Context: an optimization exercise on an open-source flow, tuned for small area and a short achievable clock period. The choices shown serve that exercise and are no tape-out recipe.
No run shown here included a check of the RTL's function; only the layout flow was run.
Power figures rest on the tool's default switching activity, not on a simulated workload.

==> flow/design.v (outline; a module is shown in full before it is edited, if it fits) <==
// module mul_tree: 1555 lines
// module FLP_multiplier_4: 44 lines
module FLP_multiplier_4(
    input [31:0] A,
    input [31:0] B,
    input rst,
    input clk,
    output [31:0] result
);
  // ...
==> flow/run.sh <==
#!/bin/bash
# synth_recipe.tcl (not shown) runs the flow's synth.tcl, then flattens the netlist and writes it again
# the make line also repeats each setting of config.mk as NAME=value (left out here)
make -C /OpenROAD-flow-scripts/flow DESIGN_CONFIG=/design/flow/config.mk WORK_HOME=/design/flow/orfs CLKGATE_MAP_FILE= SYNTH_SCRIPT=/design/flow/synth_recipe.tcl finish
==> flow/config.mk <==
export PLATFORM = sky130hd
export DESIGN_NAME = FLP_multiplier_4
export DESIGN_NICKNAME = FLP_multiplier_4
export VERILOG_FILES = /design/flow/design.v
export SDC_FILE = /design/flow/constraint.sdc
export NUM_CORES = 4
export LEC_CHECK = 0
export ABC_CLOCK_PERIOD_IN_PS = 2500
export CAP_MARGIN = 20
export CORE_MARGIN = 2
export CORE_UTILIZATION = 40
export SETUP_SLACK_MARGIN = 4.5
export SLEW_MARGIN = 20
==> flow/constraint.sdc <==
create_clock -name core_clock -period 7.0 [get_ports {clk}]
set_input_delay 1.4000 -clock core_clock [delete_from_list [all_inputs] [get_ports {clk}]]
set_output_delay 1.4000 -clock core_clock [all_outputs]
set_load 0.01 [all_outputs]
==> results.sh, run 1 <==
export IMPL_status="timing/DRC/antenna clean"
export IMPL_fin_ws_ps=2000
export IMPL_clock_latency_ps=480
export IMPL_pwr_share_clk=0.082
export IMPL_r2r_end="cin2"
export IMPL_synth_main_ff_cell="dfxtp_1"
export IMPL_cts_max_path_buffers=2
export IMPL_fill_cells=4958
export IMPL_synth_warnings=1
export IMPL_syn_nets=2924
export IMPL_slew_viol_final=0
export IMPL_seq_cells=154
export IMPL_period_minus_slack_ps=5000
export IMPL_synth_edff_count=0
export IMPL_synth_top_family_by_area="adder cells"
export IMPL_cpPeakStageDelay_ps=540
export IMPL_gp_congestion=0.887
export IMPL_synth_common_cells="inv_1, fa_1, and2_1"
export IMPL_vias_per_cell=5.07
export IMPL_cts_tree="built"
export IMPL_netlist_area_um2=21900
export IMPL_initial_core_util=0.406
export IMPL_vias=16000
export IMPL_crit_slowest_cell="fa_2"
export IMPL_synth_compound_area_frac=0.0510
export IMPL_clk_pin_slew_ps=80
export IMPL_cp_arrival_ps=5360
export IMPL_clock_area_frac=0.0219
export IMPL_areaGrowthSynthToFinish_pct=22.6
export IMPL_hold_depth=0
==> inputs of run 2 (changes only) <==
==> flow/flow/run.sh (new file) <==
#!/bin/bash
set -o pipefail
bash standard.sh ADDER_MAP_FILE= finish > flow_make.log 2>&1
==> flow/standard.sh (new file) <==
#!/bin/bash
# synth_recipe.tcl (not shown) runs the flow's synth.tcl, then flattens the netlist and writes it again
# the make line also repeats each setting of config.mk as NAME=value (left out here)
make -C /OpenROAD-flow-scripts/flow DESIGN_CONFIG=/design/flow/config.mk WORK_HOME=/design/flow/orfs CLKGATE_MAP_FILE= SYNTH_SCRIPT=/design/flow/synth_recipe.tcl "${@:-finish}"
removed: flow/run.sh
==> run 2 against run 1 <==
Effect of this change:
- global-route usage up 1.2 points
- total power increased by 21%
- final cell count is 30% higher
- clock skew rose by 4.2 ps
- first-iteration DRC count is 70% higher
- hold slack better by 5.1 ps
- flip-flop and latch count unchanged
- sequential share of layout area down 1.9 points
- via count grew 40%
- critical path depth shrank 1
- critical endpoint unchanged
- highest routed layer unchanged
==> results.sh, run 2 <==
export IMPL_cts_tree="built"
export IMPL_fin_ws_ps=2740
export IMPL_tightest_slew_ps=774
export IMPL_finalPower_mw=14.0
export IMPL_core_area_um2=60000
export IMPL_end_kind="flip-flop"
export IMPL_areaGrowthSynthToFinish_pct=32.6
export IMPL_rsz0062_at_grt="yes"
export IMPL_ys_ff_latch=154
export IMPL_htree_levels=4
export IMPL_path_max_fanout=5
export IMPL_diodes=0
export IMPL_synth_top_area_frac=0.199
export IMPL_min_path_type="flip-flop to flip-flop"
export IMPL_dieArea_um2=62400
export IMPL_crit_start="a1[13]"
export IMPL_antenna_found_initial=4
export IMPL_synth_main_ff_cell="dfxtp_1"
export IMPL_drc=0
export IMPL_cp_endpoint="cin2"
export IMPL_initial_core_util=0.403
export IMPL_r2r_end="cin2"
export IMPL_rrSetupSlack_ps=2740
export IMPL_first_global_vias=21400
export IMPL_hpwl_mm=47.2
export IMPL_synth_edff_count=0
export IMPL_worstReg2RegStart="a1[13]"
export IMPL_cp_arrival_ps=4650
export IMPL_final_common_cell="nand2_1"
export IMPL_fp_dieW_um=250
export IMPL_cap_violations=0
export IMPL_largestRegisters="r3: 32 flops, c2: 25 flops, s2: 24 flops"
export IMPL_netlist_area_um2=24200
export IMPL_ir_drop_mv=0.289
export IMPL_track_usage=0.249
export IMPL_clock_skew_ps=28.1
export IMPL_routed_wl_mm=79.6
export IMPL_rr_worst_depth=14
export IMPL_leakage_nw=13.0
export IMPL_required_ps=7390
export IMPL_grt_pass1_wl_mm=121
export IMPL_yosys_area_top_type="xnor2_1"
export IMPL_setup_viol=0
export IMPL_gp_congestion=0.845
export IMPL_vias_per_cell=5.45
export IMPL_status="timing/DRC/antenna clean"
export IMPL_grt_max_degree=63
export IMPL_yosysMostFrequentCell="nand2_1"
export IMPL_ctsHoldBuffers=0
export IMPL_gr_total_overflow=0
export IMPL_timing_worst_setup_path_type="flip-flop to flip-flop"
export IMPL_fin_crit_sh=0.609
export IMPL_cts_max_path_buffers=2
export IMPL_vias=22400
export IMPL_timing_fmax_mhz=235
export IMPL_clkSinkCount=154
export IMPL_io_pins=98
export IMPL_largest_reg_flops=32
export IMPL_fin_tns_setup_ps=0
export IMPL_cp_start_kind="flip-flop"
export IMPL_postRouteAntennaNets=0
export IMPL_drt_pass1_iter_count=7
export IMPL_cts_buffers=17
export IMPL_slew_headroom=0.479
export IMPL_rows=90
export IMPL_clk_pin_slew_ps=80
export IMPL_place_ws_ps=1970
export IMPL_avgSynthCellArea_um2=7.97
export IMPL_period_minus_slack_ps=4260
export IMPL_hold_viol_final=0
export IMPL_regMostFlops="r3"
export IMPL_synthCells=3035
export IMPL_root_buffer="clkbuf_16"
export IMPL_clock_latency_ps=510
export IMPL_post_drt_wl_per_cell_um=19.4
export IMPL_synth_common_cells="nand2_1, xnor2_1, maj3_1"
export IMPL_ys_seq_area_frac=0.127
export IMPL_layout_nets=3381
export IMPL_die_h_um=250
export IMPL_syn_nets=3101
export IMPL_synth_top_cells_by_area="xnor2_1, maj3_1, dfxtp_1"
export IMPL_slew_viol_final=0
export IMPL_final_cell_mix="nand2_1, xnor2_1, xor2_1"
export IMPL_async_flop_share=0
export IMPL_ys_types=79
export IMPL_dr_first_iter_drc_count=1550
export IMPL_drive_above_1_share=0.301
export IMPL_hp_start="sg2"
export IMPL_power_density_nw_per_um2=436
export IMPL_port_buffers=96
export IMPL_synth_warnings=1
[run 2: changes by cell type after synthesis, moves of 71 or more]
cell,before,now
xor2_1,20,277
maj3_1,0,339
nand2_1,204,648
and2_1,370,40
xnor3_1,0,71
fa_1,486,0
nor2_1,32,173
xnor2_1,26,550
inv_1,498,57
ha_1,104,0
[run 2: per-layer routing]
layer  track usage  vias to the layer above  routed length (um)
li1              -                    10700                   -
met1         0.309                    10700               33000
met2         0.419                      832               37300
met3        0.0453                      237                5690
met4         0.114                        2                3660
met5             0                        -                  11
[run 2: cell families (layout without fill, tap and decap cells)]
family,after synthesis,in the layout,share of synthesized area
adder cells (fa/ha/maj),365,365,0.152
multiplexers,3,3,0.00124
AO/OA/AOI/OAI,339,339,0.0876
XOR/XNOR,942,942,0.409
AND/OR/NAND/NOR,1015,1015,0.179
buffers and inverters,217,510,0.0437
flip-flops,154,154,0.127
[run 2: worst min-delay path by stage]
stage              to  slack [ps]  cells after the start
2_1_floorplan  r3[31]         310                      0
3_3_place_gp      sg2         310                      0
3_5_place_dp      sg2         320                      0
4_1_cts        r3[31]         340                      0
5_1_grt        r3[31]         340                      0
6_report       r3[31]         330                      0
[run 2: worst max-delay path: stages, from the launching register on]
cell,delay [ps]
dfxtp_4,380
buf_4,170
nand2_1,100
xnor3_1,430
maj3_2,340
maj3_2,360
maj3_2,360
xor2_2,200
xor3_2,440
or3b_1,410
a221oi_2,310
o21ai_4,130
a21oi_1,170
o2111ai_1,120
nand4_1,220
[run 2: area by class of cell]
cell class              count  area [um^2]
clock buffers              18          439
clock inverters            14          185
fillers                  5303        28000
inverters                  57          214
multi-input cells        2664        22500
flip-flops and latches    154         3240
well taps                 782          978
repair buffers            421         4500
[run 2: stage by stage]
step	hold slack [ps]	std cells	cell area, um^2	util
after floorplan	310	3035	25600	-
after global placement	314	3787	26200	0.436
after detailed placement	319	3787	26200	0.436
after CTS	335	4063	30700	0.512
after global routing	339	4110	32100	0.534
final	332	4110	32100	0.534
[run 2: repair_timing]
action / in CTS / in global routing
setup buffers: 238 / 44
endpoints found under the hold margin: 0 / 0
gates resized for setup: 491 / 186
pin swaps: 171 / 120
setup endpoints to repair: 109 / 82
gates cloned: 6 / 3
[run 2: report_power, final]
part           switching [mW]  internal, mW  total [mW]
Clock                   0.479         0.551        1.03
Combinational            5.75          5.73        11.5
Sequential              0.239          1.24        1.47
Total                    6.47          7.52        14.0

==> re-timing with driven ports <==
Ports are ideal in the flow. The routed layouts listed here were re-timed in OpenROAD. Step 1, drivers: a clkbuf_16 drives clk and a buf_2 each remaining input, both assumed. Step 2, shift: input delay + t, output delay - t, t = (earliest + latest rising clock arrival at the registers) / 2. This alone moves slack from input paths to output paths. Slacks: ideal ports / drivers / drivers and shift; pairs: ideal ports / drivers.
run	shift t [ns]	setup WS [ns]	hold slack, ns
run 1	0.530	1.999 / 1.999 / 1.999	0.327 / 0.327 / 0.327
run 2	0.552	2.736 / 2.736 / 2.736	0.332 / 0.332 / 0.332
After both steps setup and hold are still met in every run listed.
